This design comes from an exercise in tuning for small area and a short achievable clock period on the open sky130 flow, not from production work.
Only simulation tests tie the RTL to the original design; equivalence was not proved.
Power is estimated from default activity; no workload was simulated.

## flow/design.v (module list and top-level ports; edited modules follow where they fit)
// module fp32_mul: 1568 lines
module fp32_mul (
    input wire          clk         ,
    input wire          rst_n       ,
    input wire [31:0]   a           ,        
    input wire [31:0]   b           ,        
    input wire          in_valid    ,        
    output reg          out_valid   ,        
    output reg [31:0]   result               
);
  // ...
==> flow/run.sh <==
#!/bin/bash
# synth_recipe.tcl (not shown) runs the flow's synth.tcl, then flattens the netlist and writes it again
# the make line also repeats each setting of config.mk as NAME=value (left out here)
make -C /OpenROAD-flow-scripts/flow DESIGN_CONFIG=/design/flow/config.mk WORK_HOME=/design/flow/orfs CLKGATE_MAP_FILE= SYNTH_SCRIPT=/design/flow/synth_recipe.tcl finish
==> flow/config.mk <==
export PLATFORM = sky130hd
export DESIGN_NAME = fp32_mul
export DESIGN_NICKNAME = fp32_mul
export VERILOG_FILES = /design/flow/design.v
export SDC_FILE = /design/flow/constraint.sdc
export NUM_CORES = 4
export LEC_CHECK = 0
export ABC_AREA = 1
export CAP_MARGIN = 20
export CORE_MARGIN = 2
export CORE_UTILIZATION = 40
export SETUP_SLACK_MARGIN = 5
export SLEW_MARGIN = 20
==> flow/constraint.sdc <==
create_clock -name core_clock -period 10.0 [get_ports {clk}]
set_input_delay 2.0000 -clock core_clock [delete_from_list [all_inputs] [get_ports {clk}]]
set_output_delay 2.0000 -clock core_clock [all_outputs]
set_load 0.01 [all_outputs]
==> summary.txt, run 1 <==
- Run status: no timing/DRC/antenna violations
- Std-Cell Rows: 86
- Maximum single-stage delay on the critical path: approximately 0.55 ns
- Achievable Freq: 204 MHz
- RD Place Congestion: approximately 0.96
- H-tree depth: 4
- Count of multi-input gates: around 2,000
- Worst slew slack as a fraction of its limit: 0.413
- Areal power density over the cells: slightly below 300 nW/um2
- Maximum clock path buffer count: 2
- Total congestion overflow after global routing: 0
- NumNets Final: 3,411
- Layer carrying the most global-route usage: met2
- Y dimension of the die: roughly 240 um
- Switching pwr: ~4 mW
- Minimum setup slack after placement: approximately 4.3 ns
- Fin Clk Skew: 0.0143 ns
- Clk sink count: ~190
- Tapcells: around 750
- First-pass GRT wire length: around 110,000 um
- Number of antenna violations at the first check in global routing: 1
- Main combinational cell family by area after synthesis: adder cells
- Leading cell type by number of instances after synthesis: inv_1
- Critical path launch point type: register
- Register fraction of the total cell area: 0.150
- Horiz. Die Dim: between 200 and 250 um
- FF+latch count: roughly 190
- Worst voltage drop across the vdd grid: 0.258 mV
- Num CTS Buffers: 17
- Detailed Route Iter0 Violations: 1,977
- Static Leakage: about 12 nW
- Max-slew violation count: 0
- Cells after synthesis: around 2,900
- Count of cells along the worst hold path: 0
- Registers with the most flip-flops: s2_hb x52, result x32
- Highest signal layer in the routed design: met4
- Hold Path Class: register to register
- Arrival time worst endpoint: 5.30 ns
- Post-synthesis share of cell area spent on full adders, half adders and majority gates: 0.297
- Unrepaired setup endpoints after global routing: yes
- Clock tree from TritonCTS: done
==> inputs of run 2 (changes only) <==
--- a/flow/design.v
+++ b/flow/design.v
@@ -932,119 +932,17 @@
     assign fs227 = fs117 ^ fc184 ^ fs185;
     assign fc227 = (fs117 & fc184) | (fs117 & fs185) | (fc184 & fs185);
     wire fs228, fc228;
     assign fs228 = fs119 ^ fc185 ^ fs186;
     assign fc228 = (fs119 & fc185) | (fs119 & fs186) | (fc185 & fs186);
     wire fs229, fc229;
     assign fs229 = fs121 ^ fc186 ^ fs187;
     assign fc229 = (fs121 & fc186) | (fs121 & fs187) | (fc186 & fs187);
-    wire fs230, fc230;
-    assign fs230 = fs123 ^ fc187 ^ fs188;
-    assign fc230 = (fs123 & fc187) | (fs123 & fs188) | (fc187 & fs188);
-    wire fs231, fc231;
-    assign fs231 = fs125 ^ fc188 ^ fs189;
-    assign fc231 = (fs125 & fc188) | (fs125 & fs189) | (fc188 & fs189);
-    wire fs232, fc232;
-    assign fs232 = fs127 ^ fc189 ^ fs190;
-    assign fc232 = (fs127 & fc189) | (fs127 & fs190) | (fc189 & fs190);
-    wire fs233, fc233;
-    assign fs233 = fs129 ^ fc190 ^ fs191;
-    assign fc233 = (fs129 & fc190) | (fs129 & fs191) | (fc190 & fs191);
-    wire fs234, fc234;
-    assign fs234 = fs131 ^ fc191 ^ fs192;
-    assign fc234 = (fs131 & fc191) | (fs131 & fs192) | (fc191 & fs192);
-    wire fs235, fc235;
-    assign fs235 = fs133 ^ fc192 ^ fs193;
-    assign fc235 = (fs133 & fc192) | (fs133 & fs193) | (fc192 & fs193);
-    wire fs236, fc236;
-    assign fs236 = fs135 ^ fc193 ^ fs194;
-    assign fc236 = (fs135 & fc193) | (fs135 & fs194) | (fc193 & fs194);
-    wire fs237, fc237;
-    assign fs237 = fs137 ^ fc194 ^ fs195;
-    assign fc237 = (fs137 & fc194) | (fs137 & fs195) | (fc194 & fs195);
-    wire fs238, fc238;
-    assign fs238 = fs139 ^ fc195 ^ fs196;
-    assign fc238 = (fs139 & fc195) | (fs139 & fs196) | (fc195 & fs196);
-    wire fs239, fc239;
-    assign fs239 = fs141 ^ fc196 ^ fs197;
-    assign fc239 = (fs141 & fc196) | (fs141 & fs197) | (fc196 & fs197);
-    wire fs240, fc240;
-    assign fs240 = fs143 ^ fc197 ^ fs198;
-    assign fc240 = (fs143 & fc197) | (fs143 & fs198) | (fc197 & fs198);
-    wire fs241, fc241;
-    assign fs241 = fs145 ^ fc198 ^ fs199;
-    assign fc241 = (fs145 & fc198) | (fs145 & fs199) | (fc198 & fs199);
-    wire fs242, fc242;
-    assign fs242 = fs147 ^ fc199 ^ fs200;
-    assign fc242 = (fs147 & fc199) | (fs147 & fs200) | (fc199 & fs200);
-    wire fs243, fc243;
-    assign fs243 = fs149 ^ fc200 ^ fs201;
-    assign fc243 = (fs149 & fc200) | (fs149 & fs201) | (fc200 & fs201);
-    wire fs244, fc244;
-    assign fs244 = fs151 ^ fc201 ^ fs202;
-    assign fc244 = (fs151 & fc201) | (fs151 & fs202) | (fc201 & fs202);
-    wire fs245, fc245;
-    assign fs245 = fs153 ^ fc202 ^ fs203;
-    assign fc245 = (fs153 & fc202) | (fs153 & fs203) | (fc202 & fs203);
-    wire fs246, fc246;
-    assign fs246 = fs155 ^ fc203 ^ fs204;
-    assign fc246 = (fs155 & fc203) | (fs155 & fs204) | (fc203 & fs204);
-    wire fs247, fc247;
-    assign fs247 = fs157 ^ fc204 ^ fs205;
-    assign fc247 = (fs157 & fc204) | (fs157 & fs205) | (fc204 & fs205);
-    wire fs248, fc248;
-    assign fs248 = fs159 ^ fc205 ^ fs206;
-    assign fc248 = (fs159 & fc205) | (fs159 & fs206) | (fc205 & fs206);
-    wire fs249, fc249;
-    assign fs249 = fs161 ^ fc206 ^ fs207;
-    assign fc249 = (fs161 & fc206) | (fs161 & fs207) | (fc206 & fs207);
-    wire fs250, fc250;
-    assign fs250 = fs163 ^ fc207 ^ fs208;
-    assign fc250 = (fs163 & fc207) | (fs163 & fs208) | (fc207 & fs208);
-    wire fs251, fc251;
-    assign fs251 = fs165 ^ fc208 ^ fs209;
-    assign fc251 = (fs165 & fc208) | (fs165 & fs209) | (fc208 & fs209);
-    wire fs252, fc252;
-    assign fs252 = fc165 ^ fs210 ^ fc209;
-    assign fc252 = (fc165 & fs210) | (fc165 & fc209) | (fs210 & fc209);
-    wire fs253, fc253;
-    assign fs253 = fs169 ^ fc210 ^ fs211;
-    assign fc253 = (fs169 & fc210) | (fs169 & fs211) | (fc210 & fs211);
-    wire fs254, fc254;
-    assign fs254 = fs171 ^ fc211 ^ fs212;
-    assign fc254 = (fs171 & fc211) | (fs171 & fs212) | (fc211 & fs212);
-    wire fs255, fc255;
-    assign fs255 = fs173 ^ fc212 ^ fs213;
-    assign fc255 = (fs173 & fc212) | (fs173 & fs213) | (fc212 & fs213);
-    wire fs256, fc256;
-    assign fs256 = fc173 ^ fc213 ^ fs214;
-    assign fc256 = (fc173 & fc213) | (fc173 & fs214) | (fc213 & fs214);
-    wire fs257, fc257;
-    assign fs257 = fc175 ^ fs215 ^ fc214;
-    assign fc257 = (fc175 & fs215) | (fc175 & fc214) | (fs215 & fc214);
-    wire fs258, fc258;
-    assign fs258 = fs178 ^ fs216 ^ fc215;
-    assign fc258 = (fs178 & fs216) | (fs178 & fc215) | (fs216 & fc215);
-    wire fs259, fc259;
-    assign fs259 = fs179 ^ fc216 ^ fs217;
-    assign fc259 = (fs179 & fc216) | (fs179 & fs217) | (fc216 & fs217);
-    wire fs260, fc260;
-    assign fs260 = fc179 ^ fs218 ^ fc217;
-    assign fc260 = (fc179 & fs218) | (fc179 & fc217) | (fs218 & fc217);
-    wire fs261, fc261;
-    assign fs261 = pp11[23] ^ fs219 ^ fc218;
-    assign fc261 = (pp11[23] & fs219) | (pp11[23] & fc218) | (fs219 & fc218);
-    wire fs262, fc262;
-    assign fs262 = hs29 ^ pp11[24] ^ fc219;
-    assign fc262 = (hs29 & pp11[24]) | (hs29 & fc219) | (pp11[24] & fc219);
-    wire fs263, fc263;
-    assign fs263 = ~neg[11] ^ xn[23] ^ hc29;
-    assign fc263 = (~neg[11] & xn[23]) | (~neg[11] & hc29) | (xn[23] & hc29);
-    wire [21:0] ls, lc;
+    wire [13:0] ls, lc;
     assign ls[0] = neg[0];
     assign lc[0] = pp0[0];
     assign ls[1] = pp0[1];
     assign lc[1] = 1'b0;
     assign ls[2] = hs30;
     assign lc[2] = pp1[0];
     assign ls[3] = hc30;
     assign lc[3] = hs31;
@@ -1063,107 +961,136 @@
     assign ls[10] = fc225;
     assign lc[10] = fs226;
     assign ls[11] = fc226;
     assign lc[11] = fs227;
     assign ls[12] = fc227;
     assign lc[12] = fs228;
     assign ls[13] = fc228;
     assign lc[13] = fs229;
-    assign ls[14] = fc229;
-    assign lc[14] = fs230;
-    assign ls[15] = fc230;
-    assign lc[15] = fs231;
-    assign ls[16] = fc231;
-    assign lc[16] = fs232;
-    assign ls[17] = fc232;
-    assign lc[17] = fs233;
-    assign ls[18] = fc233;
-    assign lc[18] = fs234;
-    assign ls[19] = fc234;
-    assign lc[19] = fs235;
-    assign ls[20] = fc235;
-    assign lc[20] = fs236;
-    assign ls[21] = fc236;
-    assign lc[21] = fs237;
-    wire [5:0] lg, lp;
+    wire [3:0] lg, lp;
     wire [4:0] lb0 = {1'b0, ls[3:0]} + {1'b0, lc[3:0]};
     assign lg[0] = lb0[4];
     assign lp[0] = &(ls[3:0] ^ lc[3:0]);
     wire [4:0] lb1 = {1'b0, ls[7:4]} + {1'b0, lc[7:4]};
     assign lg[1] = lb1[4];
     assign lp[1] = &(ls[7:4] ^ lc[7:4]);
     wire [4:0] lb2 = {1'b0, ls[11:8]} + {1'b0, lc[11:8]};
     assign lg[2] = lb2[4];
     assign lp[2] = &(ls[11:8] ^ lc[11:8]);
-    wire [4:0] lb3 = {1'b0, ls[15:12]} + {1'b0, lc[15:12]};
-    assign lg[3] = lb3[4];
-    assign lp[3] = &(ls[15:12] ^ lc[15:12]);
-    wire [4:0] lb4 = {1'b0, ls[19:16]} + {1'b0, lc[19:16]};
-    assign lg[4] = lb4[4];
-    assign lp[4] = &(ls[19:16] ^ lc[19:16]);
-    wire [2:0] lb5 = {1'b0, ls[21:20]} + {1'b0, lc[21:20]};
-    assign lg[5] = lb5[2];
-    assign lp[5] = &(ls[21:20] ^ lc[21:20]);
-    wire [51:0] hb;
-    assign hb[0] = fc237;
-    assign hb[1] = fs238;
-    assign hb[2] = fc238;
-    assign hb[3] = fs239;
-    assign hb[4] = fc239;
-    assign hb[5] = fs240;
-    assign hb[6] = fc240;
-    assign hb[7] = fs241;
-    assign hb[8] = fc241;
-    assign hb[9] = fs242;
-    assign hb[10] = fc242;
-    assign hb[11] = fs243;
-    assign hb[12] = fc243;
-    assign hb[13] = fs244;
-    assign hb[14] = fc244;
-    assign hb[15] = fs245;
-    assign hb[16] = fc245;
-    assign hb[17] = fs246;
-    assign hb[18] = fc246;
-    assign hb[19] = fs247;
-    assign hb[20] = fc247;
-    assign hb[21] = fs248;
-    assign hb[22] = fc248;
-    assign hb[23] = fs249;
-    assign hb[24] = fc249;
-    assign hb[25] = fs250;
-    assign hb[26] = fc250;
-    assign hb[27] = fs251;
-    assign hb[28] = fc251;
-    assign hb[29] = fs252;
-    assign hb[30] = fc252;
-    assign hb[31] = fs253;
-    assign hb[32] = fc253;
-    assign hb[33] = fs254;
-    assign hb[34] = fc254;
-    assign hb[35] = fs255;
-    assign hb[36] = fc255;
-    assign hb[37] = fs256;
-    assign hb[38] = fc256;
-    assign hb[39] = fs257;
-    assign hb[40] = fc257;
-    assign hb[41] = fs258;
-    assign hb[42] = fc258;
-    assign hb[43] = fs259;
-    assign hb[44] = fc259;
-    assign hb[45] = fs260;
-    assign hb[46] = fc260;
-    assign hb[47] = fs261;
-    assign hb[48] = fc261;
-    assign hb[49] = fs262;
-    assign hb[50] = fc262;
-    assign hb[51] = fs263;
+    wire [2:0] lb3 = {1'b0, ls[13:12]} + {1'b0, lc[13:12]};
+    assign lg[3] = lb3[2];
+    assign lp[3] = &(ls[13:12] ^ lc[13:12]);
+    wire [102:0] hb;
+    assign hb[0] = fc187;
+    assign hb[1] = fs188;
+    assign hb[2] = fs123;
+    assign hb[3] = fc229;
+    assign hb[4] = fc188;
+    assign hb[5] = fs189;
+    assign hb[6] = fs125;
+    assign hb[7] = fc189;
+    assign hb[8] = fs190;
+    assign hb[9] = fs127;
+    assign hb[10] = fc190;
+    assign hb[11] = fs191;
+    assign hb[12] = fs129;
+    assign hb[13] = fc191;
+    assign hb[14] = fs192;
+    assign hb[15] = fs131;
+    assign hb[16] = fc192;
+    assign hb[17] = fs193;
+    assign hb[18] = fs133;
+    assign hb[19] = fc193;
+    assign hb[20] = fs194;
+    assign hb[21] = fs135;
+    assign hb[22] = fc194;
+    assign hb[23] = fs195;
+    assign hb[24] = fs137;
+    assign hb[25] = fc195;
+    assign hb[26] = fs196;
+    assign hb[27] = fs139;
+    assign hb[28] = fc196;
+    assign hb[29] = fs197;
+    assign hb[30] = fs141;
+    assign hb[31] = fc197;
+    assign hb[32] = fs198;
+    assign hb[33] = fs143;
+    assign hb[34] = fc198;
+    assign hb[35] = fs199;
+    assign hb[36] = fs145;
+    assign hb[37] = fc199;
+    assign hb[38] = fs200;
+    assign hb[39] = fs147;
+    assign hb[40] = fc200;
+    assign hb[41] = fs201;
+    assign hb[42] = fs149;
+    assign hb[43] = fc201;
+    assign hb[44] = fs202;
+    assign hb[45] = fs151;
+    assign hb[46] = fc202;
+    assign hb[47] = fs203;
+    assign hb[48] = fs153;
+    assign hb[49] = fc203;
+    assign hb[50] = fs204;
+    assign hb[51] = fs155;
+    assign hb[52] = fc204;
+    assign hb[53] = fs205;
+    assign hb[54] = fs157;
+    assign hb[55] = fc205;
+    assign hb[56] = fs206;
+    assign hb[57] = fs159;
+    assign hb[58] = fc206;
+    assign hb[59] = fs207;
+    assign hb[60] = fs161;
+    assign hb[61] = fc207;
+    assign hb[62] = fs208;
+    assign hb[63] = fs163;
+    assign hb[64] = fc208;
+    assign hb[65] = fs209;
+    assign hb[66] = fs165;
+    assign hb[67] = fc209;
+    assign hb[68] = fs210;
+    assign hb[69] = fc165;
+    assign hb[70] = fc210;
+    assign hb[71] = fs211;
+    assign hb[72] = fs169;
+    assign hb[73] = fc211;
+    assign hb[74] = fs212;
+    assign hb[75] = fs171;
+    assign hb[76] = fc212;
+    assign hb[77] = fs213;
+    assign hb[78] = fs173;
+    assign hb[79] = fc213;
+    assign hb[80] = fs214;
+    assign hb[81] = fc173;
+    assign hb[82] = fc214;
+    assign hb[83] = fs215;
+    assign hb[84] = fc175;
+    assign hb[85] = fc215;
+    assign hb[86] = fs216;
+    assign hb[87] = fs178;
+    assign hb[88] = fc216;
+    assign hb[89] = fs217;
+    assign hb[90] = fs179;
+    assign hb[91] = fc217;
+    assign hb[92] = fs218;
+    assign hb[93] = fc179;
+    assign hb[94] = fc218;
+    assign hb[95] = fs219;
+    assign hb[96] = pp11[23];
+    assign hb[97] = fc219;
+    assign hb[98] = hs29;
+    assign hb[99] = pp11[24];
+    assign hb[100] = hc29;
+    assign hb[101] = ~neg[11];
+    assign hb[102] = xn[23];
     reg         s2_valid;
-    reg [51:0] s2_hb;
-    reg [5:0]  s2_lg, s2_lp;
+    reg [102:0] s2_hb;
+    reg [3:0]  s2_lg, s2_lp;
     reg         s2_sticky;
     reg [9:0]   s2_e;
     reg         s2_sign, s2_nan, s2_inf, s2_zero;
     always @(posedge clk or negedge rst_n) begin
         if (!rst_n) s2_valid <= 1'b0;
         else        s2_valid <= s1_valid;
     end
     always @(posedge clk) begin
@@ -1172,72 +1099,190 @@
         s2_lp     <= lp;
         s2_sticky <= sticky;
         s2_e      <= e1;
         s2_sign   <= s1_sign;
         s2_nan    <= s1_nan;
         s2_inf    <= s1_inf;
         s2_zero   <= s1_zero;
     end
-    wire [25:0] ha_, hc_;
-    assign ha_[0] = s2_hb[0];
-    assign hc_[0] = s2_hb[1];
-    assign ha_[1] = s2_hb[2];
-    assign hc_[1] = s2_hb[3];
-    assign ha_[2] = s2_hb[4];
-    assign hc_[2] = s2_hb[5];
-    assign ha_[3] = s2_hb[6];
-    assign hc_[3] = s2_hb[7];
-    assign ha_[4] = s2_hb[8];
-    assign hc_[4] = s2_hb[9];
-    assign ha_[5] = s2_hb[10];
-    assign hc_[5] = s2_hb[11];
-    assign ha_[6] = s2_hb[12];
-    assign hc_[6] = s2_hb[13];
-    assign ha_[7] = s2_hb[14];
-    assign hc_[7] = s2_hb[15];
-    assign ha_[8] = s2_hb[16];
-    assign hc_[8] = s2_hb[17];
-    assign ha_[9] = s2_hb[18];
-    assign hc_[9] = s2_hb[19];
-    assign ha_[10] = s2_hb[20];
-    assign hc_[10] = s2_hb[21];
-    assign ha_[11] = s2_hb[22];
-    assign hc_[11] = s2_hb[23];
-    assign ha_[12] = s2_hb[24];
-    assign hc_[12] = s2_hb[25];
-    assign ha_[13] = s2_hb[26];
-    assign hc_[13] = s2_hb[27];
-    assign ha_[14] = s2_hb[28];
-    assign hc_[14] = s2_hb[29];
-    assign ha_[15] = s2_hb[30];
-    assign hc_[15] = s2_hb[31];
-    assign ha_[16] = s2_hb[32];
-    assign hc_[16] = s2_hb[33];
-    assign ha_[17] = s2_hb[34];
-    assign hc_[17] = s2_hb[35];
-    assign ha_[18] = s2_hb[36];
-    assign hc_[18] = s2_hb[37];
-    assign ha_[19] = s2_hb[38];
-    assign hc_[19] = s2_hb[39];
-    assign ha_[20] = s2_hb[40];
-    assign hc_[20] = s2_hb[41];
-    assign ha_[21] = s2_hb[42];
-    assign hc_[21] = s2_hb[43];
-    assign ha_[22] = s2_hb[44];
-    assign hc_[22] = s2_hb[45];
-    assign ha_[23] = s2_hb[46];
-    assign hc_[23] = s2_hb[47];
-    assign ha_[24] = s2_hb[48];
-    assign hc_[24] = s2_hb[49];
-    assign ha_[25] = s2_hb[50];
-    assign hc_[25] = s2_hb[51];
-    wire cin = ((s2_lg[5] | (s2_lp[5] & s2_lg[4])) | ((s2_lp[5] & s2_lp[4]) & ((s2_lg[3] | (s2_lp[3] & s2_lg[2])) | ((s2_lp[3] & s2_lp[2]) & (s2_lg[1] | (s2_lp[1] & s2_lg[0]))))));
-    wire [25:0] pg = ha_ & hc_;
-    wire [25:0] pp = ha_ ^ hc_;
+    wire fs230, fc230;
+    assign fs230 = s2_hb[0] ^ s2_hb[1] ^ s2_hb[2];
+    assign fc230 = (s2_hb[0] & s2_hb[1]) | (s2_hb[0] & s2_hb[2]) | (s2_hb[1] & s2_hb[2]);
+    wire fs231, fc231;
+    assign fs231 = s2_hb[4] ^ s2_hb[5] ^ s2_hb[6];
+    assign fc231 = (s2_hb[4] & s2_hb[5]) | (s2_hb[4] & s2_hb[6]) | (s2_hb[5] & s2_hb[6]);
+    wire fs232, fc232;
+    assign fs232 = s2_hb[7] ^ s2_hb[8] ^ s2_hb[9];
+    assign fc232 = (s2_hb[7] & s2_hb[8]) | (s2_hb[7] & s2_hb[9]) | (s2_hb[8] & s2_hb[9]);
+    wire fs233, fc233;
+    assign fs233 = s2_hb[10] ^ s2_hb[11] ^ s2_hb[12];
+    assign fc233 = (s2_hb[10] & s2_hb[11]) | (s2_hb[10] & s2_hb[12]) | (s2_hb[11] & s2_hb[12]);
+    wire fs234, fc234;
+    assign fs234 = s2_hb[13] ^ s2_hb[14] ^ s2_hb[15];
+    assign fc234 = (s2_hb[13] & s2_hb[14]) | (s2_hb[13] & s2_hb[15]) | (s2_hb[14] & s2_hb[15]);
+    wire fs235, fc235;
+    assign fs235 = s2_hb[16] ^ s2_hb[17] ^ s2_hb[18];
+    assign fc235 = (s2_hb[16] & s2_hb[17]) | (s2_hb[16] & s2_hb[18]) | (s2_hb[17] & s2_hb[18]);
+    wire fs236, fc236;
+    assign fs236 = s2_hb[19] ^ s2_hb[20] ^ s2_hb[21];
+    assign fc236 = (s2_hb[19] & s2_hb[20]) | (s2_hb[19] & s2_hb[21]) | (s2_hb[20] & s2_hb[21]);
+    wire fs237, fc237;
+    assign fs237 = s2_hb[22] ^ s2_hb[23] ^ s2_hb[24];
+    assign fc237 = (s2_hb[22] & s2_hb[23]) | (s2_hb[22] & s2_hb[24]) | (s2_hb[23] & s2_hb[24]);
+    wire fs238, fc238;
+    assign fs238 = s2_hb[25] ^ s2_hb[26] ^ s2_hb[27];
+    assign fc238 = (s2_hb[25] & s2_hb[26]) | (s2_hb[25] & s2_hb[27]) | (s2_hb[26] & s2_hb[27]);
+    wire fs239, fc239;
+    assign fs239 = s2_hb[28] ^ s2_hb[29] ^ s2_hb[30];
+    assign fc239 = (s2_hb[28] & s2_hb[29]) | (s2_hb[28] & s2_hb[30]) | (s2_hb[29] & s2_hb[30]);
+    wire fs240, fc240;
+    assign fs240 = s2_hb[31] ^ s2_hb[32] ^ s2_hb[33];
+    assign fc240 = (s2_hb[31] & s2_hb[32]) | (s2_hb[31] & s2_hb[33]) | (s2_hb[32] & s2_hb[33]);
+    wire fs241, fc241;
+    assign fs241 = s2_hb[34] ^ s2_hb[35] ^ s2_hb[36];
+    assign fc241 = (s2_hb[34] & s2_hb[35]) | (s2_hb[34] & s2_hb[36]) | (s2_hb[35] & s2_hb[36]);
+    wire fs242, fc242;
+    assign fs242 = s2_hb[37] ^ s2_hb[38] ^ s2_hb[39];
+    assign fc242 = (s2_hb[37] & s2_hb[38]) | (s2_hb[37] & s2_hb[39]) | (s2_hb[38] & s2_hb[39]);
+    wire fs243, fc243;
+    assign fs243 = s2_hb[40] ^ s2_hb[41] ^ s2_hb[42];
+    assign fc243 = (s2_hb[40] & s2_hb[41]) | (s2_hb[40] & s2_hb[42]) | (s2_hb[41] & s2_hb[42]);
+    wire fs244, fc244;
+    assign fs244 = s2_hb[43] ^ s2_hb[44] ^ s2_hb[45];
+    assign fc244 = (s2_hb[43] & s2_hb[44]) | (s2_hb[43] & s2_hb[45]) | (s2_hb[44] & s2_hb[45]);
+    wire fs245, fc245;
+    assign fs245 = s2_hb[46] ^ s2_hb[47] ^ s2_hb[48];
+    assign fc245 = (s2_hb[46] & s2_hb[47]) | (s2_hb[46] & s2_hb[48]) | (s2_hb[47] & s2_hb[48]);
+    wire fs246, fc246;
+    assign fs246 = s2_hb[49] ^ s2_hb[50] ^ s2_hb[51];
+    assign fc246 = (s2_hb[49] & s2_hb[50]) | (s2_hb[49] & s2_hb[51]) | (s2_hb[50] & s2_hb[51]);
+    wire fs247, fc247;
+    assign fs247 = s2_hb[52] ^ s2_hb[53] ^ s2_hb[54];
+    assign fc247 = (s2_hb[52] & s2_hb[53]) | (s2_hb[52] & s2_hb[54]) | (s2_hb[53] & s2_hb[54]);
+    wire fs248, fc248;
+    assign fs248 = s2_hb[55] ^ s2_hb[56] ^ s2_hb[57];
+    assign fc248 = (s2_hb[55] & s2_hb[56]) | (s2_hb[55] & s2_hb[57]) | (s2_hb[56] & s2_hb[57]);
+    wire fs249, fc249;
+    assign fs249 = s2_hb[58] ^ s2_hb[59] ^ s2_hb[60];
+    assign fc249 = (s2_hb[58] & s2_hb[59]) | (s2_hb[58] & s2_hb[60]) | (s2_hb[59] & s2_hb[60]);
+    wire fs250, fc250;
+    assign fs250 = s2_hb[61] ^ s2_hb[62] ^ s2_hb[63];
+    assign fc250 = (s2_hb[61] & s2_hb[62]) | (s2_hb[61] & s2_hb[63]) | (s2_hb[62] & s2_hb[63]);
+    wire fs251, fc251;
+    assign fs251 = s2_hb[64] ^ s2_hb[65] ^ s2_hb[66];
+    assign fc251 = (s2_hb[64] & s2_hb[65]) | (s2_hb[64] & s2_hb[66]) | (s2_hb[65] & s2_hb[66]);
+    wire fs252, fc252;
+    assign fs252 = s2_hb[67] ^ s2_hb[68] ^ s2_hb[69];
+    assign fc252 = (s2_hb[67] & s2_hb[68]) | (s2_hb[67] & s2_hb[69]) | (s2_hb[68] & s2_hb[69]);
+    wire fs253, fc253;
+    assign fs253 = s2_hb[70] ^ s2_hb[71] ^ s2_hb[72];
+    assign fc253 = (s2_hb[70] & s2_hb[71]) | (s2_hb[70] & s2_hb[72]) | (s2_hb[71] & s2_hb[72]);
+    wire fs254, fc254;
+    assign fs254 = s2_hb[73] ^ s2_hb[74] ^ s2_hb[75];
+    assign fc254 = (s2_hb[73] & s2_hb[74]) | (s2_hb[73] & s2_hb[75]) | (s2_hb[74] & s2_hb[75]);
+    wire fs255, fc255;
+    assign fs255 = s2_hb[76] ^ s2_hb[77] ^ s2_hb[78];
+    assign fc255 = (s2_hb[76] & s2_hb[77]) | (s2_hb[76] & s2_hb[78]) | (s2_hb[77] & s2_hb[78]);
+    wire fs256, fc256;
+    assign fs256 = s2_hb[79] ^ s2_hb[80] ^ s2_hb[81];
+    assign fc256 = (s2_hb[79] & s2_hb[80]) | (s2_hb[79] & s2_hb[81]) | (s2_hb[80] & s2_hb[81]);
+    wire fs257, fc257;
+    assign fs257 = s2_hb[82] ^ s2_hb[83] ^ s2_hb[84];
+    assign fc257 = (s2_hb[82] & s2_hb[83]) | (s2_hb[82] & s2_hb[84]) | (s2_hb[83] & s2_hb[84]);
+    wire fs258, fc258;
+    assign fs258 = s2_hb[85] ^ s2_hb[86] ^ s2_hb[87];
+    assign fc258 = (s2_hb[85] & s2_hb[86]) | (s2_hb[85] & s2_hb[87]) | (s2_hb[86] & s2_hb[87]);
+    wire fs259, fc259;
+    assign fs259 = s2_hb[88] ^ s2_hb[89] ^ s2_hb[90];
+    assign fc259 = (s2_hb[88] & s2_hb[89]) | (s2_hb[88] & s2_hb[90]) | (s2_hb[89] & s2_hb[90]);
+    wire fs260, fc260;
+    assign fs260 = s2_hb[91] ^ s2_hb[92] ^ s2_hb[93];
+    assign fc260 = (s2_hb[91] & s2_hb[92]) | (s2_hb[91] & s2_hb[93]) | (s2_hb[92] & s2_hb[93]);
+    wire fs261, fc261;
+    assign fs261 = s2_hb[94] ^ s2_hb[95] ^ s2_hb[96];
+    assign fc261 = (s2_hb[94] & s2_hb[95]) | (s2_hb[94] & s2_hb[96]) | (s2_hb[95] & s2_hb[96]);
+    wire fs262, fc262;
+    assign fs262 = s2_hb[97] ^ s2_hb[98] ^ s2_hb[99];
+    assign fc262 = (s2_hb[97] & s2_hb[98]) | (s2_hb[97] & s2_hb[99]) | (s2_hb[98] & s2_hb[99]);
+    wire fs263, fc263;
+    assign fs263 = s2_hb[100] ^ s2_hb[101] ^ s2_hb[102];
+    assign fc263 = (s2_hb[100] & s2_hb[101]) | (s2_hb[100] & s2_hb[102]) | (s2_hb[101] & s2_hb[102]);
+    wire [33:0] ha_, hc_;
+    assign ha_[0] = fs230;
+    assign hc_[0] = s2_hb[3];
+    assign ha_[1] = fc230;
+    assign hc_[1] = fs231;
+    assign ha_[2] = fc231;
+    assign hc_[2] = fs232;
+    assign ha_[3] = fc232;
+    assign hc_[3] = fs233;
+    assign ha_[4] = fc233;
+    assign hc_[4] = fs234;
+    assign ha_[5] = fc234;
+    assign hc_[5] = fs235;
+    assign ha_[6] = fc235;
+    assign hc_[6] = fs236;
+    assign ha_[7] = fc236;
+    assign hc_[7] = fs237;
+    assign ha_[8] = fc237;
+    assign hc_[8] = fs238;
+    assign ha_[9] = fc238;
+    assign hc_[9] = fs239;
+    assign ha_[10] = fc239;
+    assign hc_[10] = fs240;
+    assign ha_[11] = fc240;
+    assign hc_[11] = fs241;
+    assign ha_[12] = fc241;
+    assign hc_[12] = fs242;
+    assign ha_[13] = fc242;
+    assign hc_[13] = fs243;
+    assign ha_[14] = fc243;
+    assign hc_[14] = fs244;
+    assign ha_[15] = fc244;
+    assign hc_[15] = fs245;
+    assign ha_[16] = fc245;
+    assign hc_[16] = fs246;
+    assign ha_[17] = fc246;
+    assign hc_[17] = fs247;
+    assign ha_[18] = fc247;
+    assign hc_[18] = fs248;
+    assign ha_[19] = fc248;
+    assign hc_[19] = fs249;
+    assign ha_[20] = fc249;
+    assign hc_[20] = fs250;
+    assign ha_[21] = fc250;
+    assign hc_[21] = fs251;
+    assign ha_[22] = fc251;
+    assign hc_[22] = fs252;
+    assign ha_[23] = fc252;
+    assign hc_[23] = fs253;
+    assign ha_[24] = fc253;
+    assign hc_[24] = fs254;
+    assign ha_[25] = fc254;
+    assign hc_[25] = fs255;
+    assign ha_[26] = fc255;
+    assign hc_[26] = fs256;
+    assign ha_[27] = fc256;
+    assign hc_[27] = fs257;
+    assign ha_[28] = fc257;
+    assign hc_[28] = fs258;
+    assign ha_[29] = fc258;
+    assign hc_[29] = fs259;
+    assign ha_[30] = fc259;
+    assign hc_[30] = fs260;
+    assign ha_[31] = fc260;
+    assign hc_[31] = fs261;
+    assign ha_[32] = fc261;
+    assign hc_[32] = fs262;
+    assign ha_[33] = fc262;
+    assign hc_[33] = fs263;
+    wire cin = ((s2_lg[3] | (s2_lp[3] & s2_lg[2])) | ((s2_lp[3] & s2_lp[2]) & (s2_lg[1] | (s2_lp[1] & s2_lg[0]))));
+    wire [33:0] pg = ha_ & hc_;
+    wire [33:0] pp = ha_ ^ hc_;
     wire sg0_1 = pg[1] | (pp[1] & pg[0]);
     wire sp0_1 = pp[1] & pp[0];
     wire sg0_3 = pg[3] | (pp[3] & pg[2]);
     wire sp0_3 = pp[3] & pp[2];
     wire sg0_5 = pg[5] | (pp[5] & pg[4]);
     wire sp0_5 = pp[5] & pp[4];
     wire sg0_7 = pg[7] | (pp[7] & pg[6]);
     wire sp0_7 = pp[7] & pp[6];
@@ -1254,16 +1299,24 @@
     wire sg0_19 = pg[19] | (pp[19] & pg[18]);
     wire sp0_19 = pp[19] & pp[18];
     wire sg0_21 = pg[21] | (pp[21] & pg[20]);
     wire sp0_21 = pp[21] & pp[20];
     wire sg0_23 = pg[23] | (pp[23] & pg[22]);
     wire sp0_23 = pp[23] & pp[22];
     wire sg0_25 = pg[25] | (pp[25] & pg[24]);
     wire sp0_25 = pp[25] & pp[24];
+    wire sg0_27 = pg[27] | (pp[27] & pg[26]);
+    wire sp0_27 = pp[27] & pp[26];
+    wire sg0_29 = pg[29] | (pp[29] & pg[28]);
+    wire sp0_29 = pp[29] & pp[28];
+    wire sg0_31 = pg[31] | (pp[31] & pg[30]);
+    wire sp0_31 = pp[31] & pp[30];
+    wire sg0_33 = pg[33] | (pp[33] & pg[32]);
+    wire sp0_33 = pp[33] & pp[32];
     wire sg1_2 = pg[2] | (pp[2] & sg0_1);
     wire sp1_2 = pp[2] & sp0_1;
     wire sg1_3 = sg0_3 | (sp0_3 & sg0_1);
     wire sp1_3 = sp0_3 & sp0_1;
     wire sg1_6 = pg[6] | (pp[6] & sg0_5);
     wire sp1_6 = pp[6] & sp0_5;
     wire sg1_7 = sg0_7 | (sp0_7 & sg0_5);
     wire sp1_7 = sp0_7 & sp0_5;
@@ -1278,16 +1331,24 @@
     wire sg1_18 = pg[18] | (pp[18] & sg0_17);
     wire sp1_18 = pp[18] & sp0_17;
     wire sg1_19 = sg0_19 | (sp0_19 & sg0_17);
     wire sp1_19 = sp0_19 & sp0_17;
     wire sg1_22 = pg[22] | (pp[22] & sg0_21);
     wire sp1_22 = pp[22] & sp0_21;
     wire sg1_23 = sg0_23 | (sp0_23 & sg0_21);
     wire sp1_23 = sp0_23 & sp0_21;
+    wire sg1_26 = pg[26] | (pp[26] & sg0_25);
+    wire sp1_26 = pp[26] & sp0_25;
+    wire sg1_27 = sg0_27 | (sp0_27 & sg0_25);
+    wire sp1_27 = sp0_27 & sp0_25;
+    wire sg1_30 = pg[30] | (pp[30] & sg0_29);
+    wire sp1_30 = pp[30] & sp0_29;
+    wire sg1_31 = sg0_31 | (sp0_31 & sg0_29);
+    wire sp1_31 = sp0_31 & sp0_29;
     wire sg2_4 = pg[4] | (pp[4] & sg1_3);
     wire sp2_4 = pp[4] & sp1_3;
     wire sg2_5 = sg0_5 | (sp0_5 & sg1_3);
     wire sp2_5 = sp0_5 & sp1_3;
     wire sg2_6 = sg1_6 | (sp1_6 & sg1_3);
     wire sp2_6 = sp1_6 & sp1_3;
     wire sg2_7 = sg1_7 | (sp1_7 & sg1_3);
     wire sp2_7 = sp1_7 & sp1_3;
@@ -1302,16 +1363,24 @@
     wire sg2_20 = pg[20] | (pp[20] & sg1_19);
     wire sp2_20 = pp[20] & sp1_19;
     wire sg2_21 = sg0_21 | (sp0_21 & sg1_19);
     wire sp2_21 = sp0_21 & sp1_19;
     wire sg2_22 = sg1_22 | (sp1_22 & sg1_19);
     wire sp2_22 = sp1_22 & sp1_19;
     wire sg2_23 = sg1_23 | (sp1_23 & sg1_19);
     wire sp2_23 = sp1_23 & sp1_19;
+    wire sg2_28 = pg[28] | (pp[28] & sg1_27);
+    wire sp2_28 = pp[28] & sp1_27;
+    wire sg2_29 = sg0_29 | (sp0_29 & sg1_27);
+    wire sp2_29 = sp0_29 & sp1_27;
+    wire sg2_30 = sg1_30 | (sp1_30 & sg1_27);
+    wire sp2_30 = sp1_30 & sp1_27;
+    wire sg2_31 = sg1_31 | (sp1_31 & sg1_27);
+    wire sp2_31 = sp1_31 & sp1_27;
     wire sg3_8 = pg[8] | (pp[8] & sg2_7);
     wire sp3_8 = pp[8] & sp2_7;
     wire sg3_9 = sg0_9 | (sp0_9 & sg2_7);
     wire sp3_9 = sp0_9 & sp2_7;
     wire sg3_10 = sg1_10 | (sp1_10 & sg2_7);
     wire sp3_10 = sp1_10 & sp2_7;
     wire sg3_11 = sg1_11 | (sp1_11 & sg2_7);
     wire sp3_11 = sp1_11 & sp2_7;
@@ -1322,16 +1391,28 @@
     wire sg3_14 = sg2_14 | (sp2_14 & sg2_7);
     wire sp3_14 = sp2_14 & sp2_7;
     wire sg3_15 = sg2_15 | (sp2_15 & sg2_7);
     wire sp3_15 = sp2_15 & sp2_7;
     wire sg3_24 = pg[24] | (pp[24] & sg2_23);
     wire sp3_24 = pp[24] & sp2_23;
     wire sg3_25 = sg0_25 | (sp0_25 & sg2_23);
     wire sp3_25 = sp0_25 & sp2_23;
+    wire sg3_26 = sg1_26 | (sp1_26 & sg2_23);
+    wire sp3_26 = sp1_26 & sp2_23;
+    wire sg3_27 = sg1_27 | (sp1_27 & sg2_23);
+    wire sp3_27 = sp1_27 & sp2_23;
+    wire sg3_28 = sg2_28 | (sp2_28 & sg2_23);
+    wire sp3_28 = sp2_28 & sp2_23;
+    wire sg3_29 = sg2_29 | (sp2_29 & sg2_23);
+    wire sp3_29 = sp2_29 & sp2_23;
+    wire sg3_30 = sg2_30 | (sp2_30 & sg2_23);
+    wire sp3_30 = sp2_30 & sp2_23;
+    wire sg3_31 = sg2_31 | (sp2_31 & sg2_23);
+    wire sp3_31 = sp2_31 & sp2_23;
     wire sg4_16 = pg[16] | (pp[16] & sg3_15);
     wire sp4_16 = pp[16] & sp3_15;
     wire sg4_17 = sg0_17 | (sp0_17 & sg3_15);
     wire sp4_17 = sp0_17 & sp3_15;
     wire sg4_18 = sg1_18 | (sp1_18 & sg3_15);
     wire sp4_18 = sp1_18 & sp3_15;
     wire sg4_19 = sg1_19 | (sp1_19 & sg3_15);
     wire sp4_19 = sp1_19 & sp3_15;
@@ -1342,17 +1423,33 @@
     wire sg4_22 = sg2_22 | (sp2_22 & sg3_15);
     wire sp4_22 = sp2_22 & sp3_15;
     wire sg4_23 = sg2_23 | (sp2_23 & sg3_15);
     wire sp4_23 = sp2_23 & sp3_15;
     wire sg4_24 = sg3_24 | (sp3_24 & sg3_15);
     wire sp4_24 = sp3_24 & sp3_15;
     wire sg4_25 = sg3_25 | (sp3_25 & sg3_15);
     wire sp4_25 = sp3_25 & sp3_15;
-    wire [26:0] cc;
+    wire sg4_26 = sg3_26 | (sp3_26 & sg3_15);
+    wire sp4_26 = sp3_26 & sp3_15;
+    wire sg4_27 = sg3_27 | (sp3_27 & sg3_15);
+    wire sp4_27 = sp3_27 & sp3_15;
+    wire sg4_28 = sg3_28 | (sp3_28 & sg3_15);
+    wire sp4_28 = sp3_28 & sp3_15;
+    wire sg4_29 = sg3_29 | (sp3_29 & sg3_15);
+    wire sp4_29 = sp3_29 & sp3_15;
+    wire sg4_30 = sg3_30 | (sp3_30 & sg3_15);
+    wire sp4_30 = sp3_30 & sp3_15;
+    wire sg4_31 = sg3_31 | (sp3_31 & sg3_15);
+    wire sp4_31 = sp3_31 & sp3_15;
+    wire sg5_32 = pg[32] | (pp[32] & sg4_31);
+    wire sp5_32 = pp[32] & sp4_31;
+    wire sg5_33 = sg0_33 | (sp0_33 & sg4_31);
+    wire sp5_33 = sp0_33 & sp4_31;
+    wire [34:0] cc;
     assign cc[0] = cin;
     assign cc[1] = pg[0] | (pp[0] & cin);
     assign cc[2] = sg0_1 | (sp0_1 & cin);
     assign cc[3] = sg1_2 | (sp1_2 & cin);
     assign cc[4] = sg1_3 | (sp1_3 & cin);
     assign cc[5] = sg2_4 | (sp2_4 & cin);
     assign cc[6] = sg2_5 | (sp2_5 & cin);
     assign cc[7] = sg2_6 | (sp2_6 & cin);
@@ -1370,17 +1467,26 @@
     assign cc[19] = sg4_18 | (sp4_18 & cin);
     assign cc[20] = sg4_19 | (sp4_19 & cin);
     assign cc[21] = sg4_20 | (sp4_20 & cin);
     assign cc[22] = sg4_21 | (sp4_21 & cin);
     assign cc[23] = sg4_22 | (sp4_22 & cin);
     assign cc[24] = sg4_23 | (sp4_23 & cin);
     assign cc[25] = sg4_24 | (sp4_24 & cin);
     assign cc[26] = sg4_25 | (sp4_25 & cin);
-    wire [25:0] q = pp ^ cc[25:0];
+    assign cc[27] = sg4_26 | (sp4_26 & cin);
+    assign cc[28] = sg4_27 | (sp4_27 & cin);
+    assign cc[29] = sg4_28 | (sp4_28 & cin);
+    assign cc[30] = sg4_29 | (sp4_29 & cin);
+    assign cc[31] = sg4_30 | (sp4_30 & cin);
+    assign cc[32] = sg4_31 | (sp4_31 & cin);
+    assign cc[33] = sg5_32 | (sp5_32 & cin);
+    assign cc[34] = sg5_33 | (sp5_33 & cin);
+    wire [33:0] qa = pp ^ cc[33:0];
+    wire [25:0] q = qa[33:8];        
     wire        h    = q[25];
     wire        inc0 = q[0] & (s2_sticky | q[1]);
     wire        inc1 = q[1] & (q[0] | s2_sticky | q[2]);
     wire [24:0] t0, t1;            
     wire ta0_1 = q[2] & q[1];
     wire ta0_3 = q[4] & q[3];
     wire ta0_5 = q[6] & q[5];
     wire ta0_7 = q[8] & q[7];
==> summary.txt, run 2 <==
- Warning count from the yosys run: 1 (unchanged)
- Fin Clk Skew: 0.0474 ns (was 0.0143 ns)
- Hold Path Class: register to register (unchanged)
- Areal power density over the cells: 420 nW/um2 (was 298 nW/um2)
- Maximum single-stage delay on the critical path: 0.59 ns (was 0.55 ns)
- Number of violations of the max-capacitance limit: 0 (unchanged)
- Horiz. Die Dim: 244 um (was 241 um)
- Placed Instances: 3,630 (was 3,601)
- Std-Cell Rows: 88 (was 86)
- Final-report setup violation count: 0 (unchanged)
- Final total negative setup slack: 0 ns (unchanged)
- Synth area leaders: fa_1 23%, dfxtp_1 20%, xor2_1 11%, inv_1 7.4%, o22ai_1 6.8% (was fa_1 24%, dfxtp_1 17%, xor2_1 10%, inv_1 8.4%, o22ai_1 7.0%)
- Share of post-route cells with drive strength above 1: 0.106 (was 0.124)
- Total count of hold-check failures in the final report: 0 (unchanged)
- DP Wirelength: 51,600 um (was 51,000 um)
- Maximum clock path buffer count: 3 (was 2)
- Kind of end point of the critical path: register (unchanged)
- Clock network fraction of total power: 0.087 (was 0.095)
- Library cell occupying the most area in the post-synthesis netlist: fa_1 (unchanged)
- Share of synthesized area occupied by flip-flops and latches: 0.208 (was 0.174)
- Placeable Area: 57,400 um2 (was 55,200 um2)
- Largest net degree at the start of global routing: 76 (was 75)
- Unrepaired setup endpoints after global routing: yes (unchanged)
- Fraction of post-synthesis cell area in the top cell type by area: 0.228 (was 0.236)
- Switching pwr: 5.66 mW (was 4.01 mW)
- Worst voltage drop across the vdd grid: 0.412 mV (was 0.258 mV)
- Post-synthesis instance area: 23,100 um2 (was 22,400 um2)
- Clock transition time at the flip-flop clock pins of the worst setup and hold paths: 0.07 ns (was 0.09 ns)
- Top cell by count, worst path: buf_4 (was fa_1)
- Number of antenna violations at the first check in global routing: 0 (was 1)
- Post-synth cell types: 66 (was 69)
- Predominant post-synthesis flop cell: dfxtp_1 (unchanged)
- Routed met2 length: 31,800 um (was 32,100 um)
- Number of iterations in the first detailed-routing pass: 5 (was 8)
- Gr usage total: 0.238 (was 0.242)
- Arrival time worst endpoint: 5.87 ns (was 5.30 ns)
- Average via count per standard cell: 5.39 (was 5.45)
- Setup crit start: s2_hb[16] (was s1_xsh_r[2])
- Final core utilization: 0.466 (was 0.474)
- Post-DRT Antenna Nets: 0 (unchanged)
- Post-Layout Cell Count: 3,757 (was 3,732)
- Clock tree from TritonCTS: done (unchanged)
- Post-route DRC violation count: 0 (unchanged)
- Detailed-route wire length per cell: 19.3 um (was 19.0 um)
- Antenna diodes: 0 (was 1)
- Async S/R FF share, synth: 0.0126 (was 0.0155)
- Critical path class: register to register (unchanged)
- Highest signal layer in the routed design: met4 (unchanged)
- Wire length the detailed router placed on met1: 30,900 um (was 29,100 um)
- Via count: 20,200 (was 20,300)
- Register containing the most flip-flops in the final layout: s2_hb (unchanged)
- Die area: 59,700 um2 (was 57,900 um2)
- Number of enable-type register cells in the synthesized netlist: 0 (unchanged)
- Hold Crit Start: s1_nan (was s1_zero)
- Layout overhead on the synthesized area: 15.8% (was 16.9%)
- Num CTS Buffers: 26 (was 17)
- Achievable Freq: 186 MHz (was 204 MHz)
- RD Place Congestion: 0.928 (was 0.958)
- Master of the slowest instance on the critical path: fa_1 (unchanged)
- R2R Path Start: s2_hb[16] (was s1_xsh_r[2])
- Later-pin clock latency in the skew report: 0.61 ns (was 0.50 ns)
- Detailed Route Iter0 Violations: 1,737 (was 1,977)
- Effective utilization at floorplan: 0.403 (was 0.406)
- Leading cell type by number of instances after synthesis: inv_1 (unchanged)
- Registers with the most flip-flops: s2_hb x101, result x32 (was s2_hb x52, result x32)
- Total of flip-flops plus latches after synthesis: 239 (was 194)
- Data required, critical path: 10.50 ns (was 10.40 ns)
- Switching power share of the total: 0.504 (was 0.513)
- Mapped Nets: 3,313 (was 3,305)
- Count of cells along the worst hold path: 0 (unchanged)
- Y dimension of the die: 244 um (was 241 um)
- Port bufs: 99 (unchanged)
- Critical path launch point type: register (unchanged)
- Total congestion overflow after global routing: 0 (unchanged)
- Combinational cell fraction of total power: 0.783 (was 0.758)
- Clk sink count: 239 (was 194)
- Worst slew slack as a fraction of its limit: 0.289 (was 0.413)
- Commonest non-fill, non-tap cell in the layout: inv_1 (unchanged)
- Via count of the first global-routing pass: 20,200 (was 19,800)
- Met3 Wirelength: 6150 um (was 6630 um)
- Final period utilization: 0.537 (was 0.490)
- Clock Root Buffer: clkbuf_16 (unchanged)
- NumNets Final: 3,411 (unchanged)
- First-pass GRT wire length: 112,000 um (was 108,000 um)
- Commonest cells post-synth: 458 x inv_1, 410 x nand2_1, 277 x xor2_1 (was 501 x inv_1, 403 x nand2_1, 264 x fa_1)
- Run status: no timing/DRC/antenna violations (unchanged)
- IO Count: 100 (unchanged)
- Pin slew with the least headroom to its limit: 1.06 ns (was 0.879 ns)
- Max FFs per register: 101 (was 52)
- Int Pwr: 5.56 mW (was 3.81 mW)
- CP max FO: 4 (was 7)
- Post-synthesis average cell area: 8.04 um2 (was 7.83 um2)
- Most frequent cells in the layout: 448 x inv_1, 399 x nand2_1, 275 x xor2_1 (was 475 x inv_1, 387 x nand2_1, 259 x fa_1)
- Fill count: 5,524 (was 5,412)
- Max-slew violation count: 0 (unchanged)
- Fin crit period: 5.37 ns (was 4.90 ns)
- H-tree depth: 1 (was 4)
- Final Power: 11.2 mW (was 7.81 mW)
- Static Leakage: 12.4 nW (was 12.1 nW)
- Routed Wire Length: 72,500 um (was 70,800 um)
- Cells after synthesis: 2,874 (was 2,864)
- Worst Reg2Reg Path Length in Cells: 40 (was 19)
- Part of the power in registers: 0.130 (was 0.147)
-- run 2: metrics by stage --
stage	instance area (um2)	setup slack (ns)	hold WS, ns
floorplan	23100	5.16	0.310
global placement	24800	3.13	0.311
detailed placement	24800	2.77	0.312
CTS	26400	4.66	0.326
global route	26700	4.38	0.333
finish	26700	4.63	0.325
-- run 2: worst max-delay path, delay by kind of cell, from the launching register on --
family                   cells  cell delay, ns
adder cells (fa/ha/maj)      2            0.81
flip-flops                   1            0.32
AO/OA/AOI/OAI                3            0.37
AND/OR/NAND/NOR             11            0.95
buffers and inverters       24            2.84
-- run 2: timing repair --
item	CTS	global route
gates cloned	3	1
endpoints found under the setup margin	59	61
hold buffers	0	0
setup buffers	57	18
resized for setup	50	45
pin swaps	38	33
-- run 2: routing by layer --
metal	vias to the layer above	GRT usage
li1	9401	-
met1	9623	0.317
met2	994	0.380
met3	227	0.0369
met4	0	0.108
met5	-	0
-- run 2: power groups by stage --
| stage | Combinational, mW | Clock (mW) | Sequential [mW] |
|---|---|---|---|
| CTS | 8.03 | 1.01 | 1.47 |
| global route | 9.72 | 1.04 | 1.49 |
| global placement | 6.72 | 0 | 1.47 |
| detailed placement | 6.80 | 0 | 1.49 |
| finish | 8.79 | 0.978 | 1.46 |
| floorplan | 5.00 | 0 | 1.48 |
-- run 2: kinds of logic (layout without fill, tap and decap cells) --
| group | count (synthesis) | count (layout) | synth area share |
|---|---|---|---|
| AOI/OAI and AO/OA | 536 | 536 | 0.140 |
| DFF | 239 | 239 | 0.208 |
| xor gates and xnor gates | 285 | 286 | 0.109 |
| and+or+nand+nor | 808 | 808 | 0.152 |
| buffers and inverters | 633 | 750 | 0.104 |
| adders and majority gates | 372 | 372 | 0.287 |
| muxes | 1 | 1 | 0.000488 |
-- run 2: layout make-up --
class | instances | area, um2 | area share
clock buffer | 36 | 748 | 0.0280
clock inverter | 12 | 118 | 0.00440
inverter | 480 | 1830 | 0.0684
multi-input combinational | 2003 | 16300 | 0.610
sequential | 239 | 4810 | 0.180
tap | 765 | 957 | 0.0358
timing repair buffer | 220 | 1960 | 0.0734
timing repair inverter | 2 | 10.0 | 0.000374
-- run 2: final timing paths --
path / slack [ns] / end
min: 0.33 / s2_nan
max in group asynchronous: 8.24 / out_valid
max: 4.63 / result[3]
min in group asynchronous: 1.62 / s1_valid
max reg2reg: 4.63 / result[3]
min reg2reg: 0.33 / s2_nan

-- port drivers added, routing unchanged --
The flow's constraints put no driver on any port. The routed layouts listed below were extracted and timed again, unchanged, in two steps. Step 1 (the two cells are an assumption about what drives the block):
set clk [get_ports {clk}]
set_driving_cell -lib_cell sky130_fd_sc_hd__clkbuf_16 $clk
set_driving_cell -lib_cell sky130_fd_sc_hd__buf_2 [delete_from_list [all_inputs] $clk]
Step 2, shift: input delay + t, output delay - t, t = (earliest + latest rising clock arrival at the registers) / 2. This alone moves slack from input paths to output paths. a / b / c = ideal ports / drivers / drivers and shift; a / b = the first two.
run | t, ns | slack for setup (ns) | hold WS [ns] | worst setup path at the end | clock arrival spread, ns
run 1 | 0.548 | 5.102 / 5.102 / 4.912 | 0.332 / 0.332 / 0.332 | input to register | 0.014 / 0.015
run 2 | 0.643 | 4.627 / 4.627 / 4.627 | 0.325 / 0.325 / 0.325 | register to register | 0.047 / 0.047
After both steps every run listed still meets setup and hold. The setup slack of run 1, which loses most, moves by 0.000 ns with the drivers and by -0.190 ns with both steps.
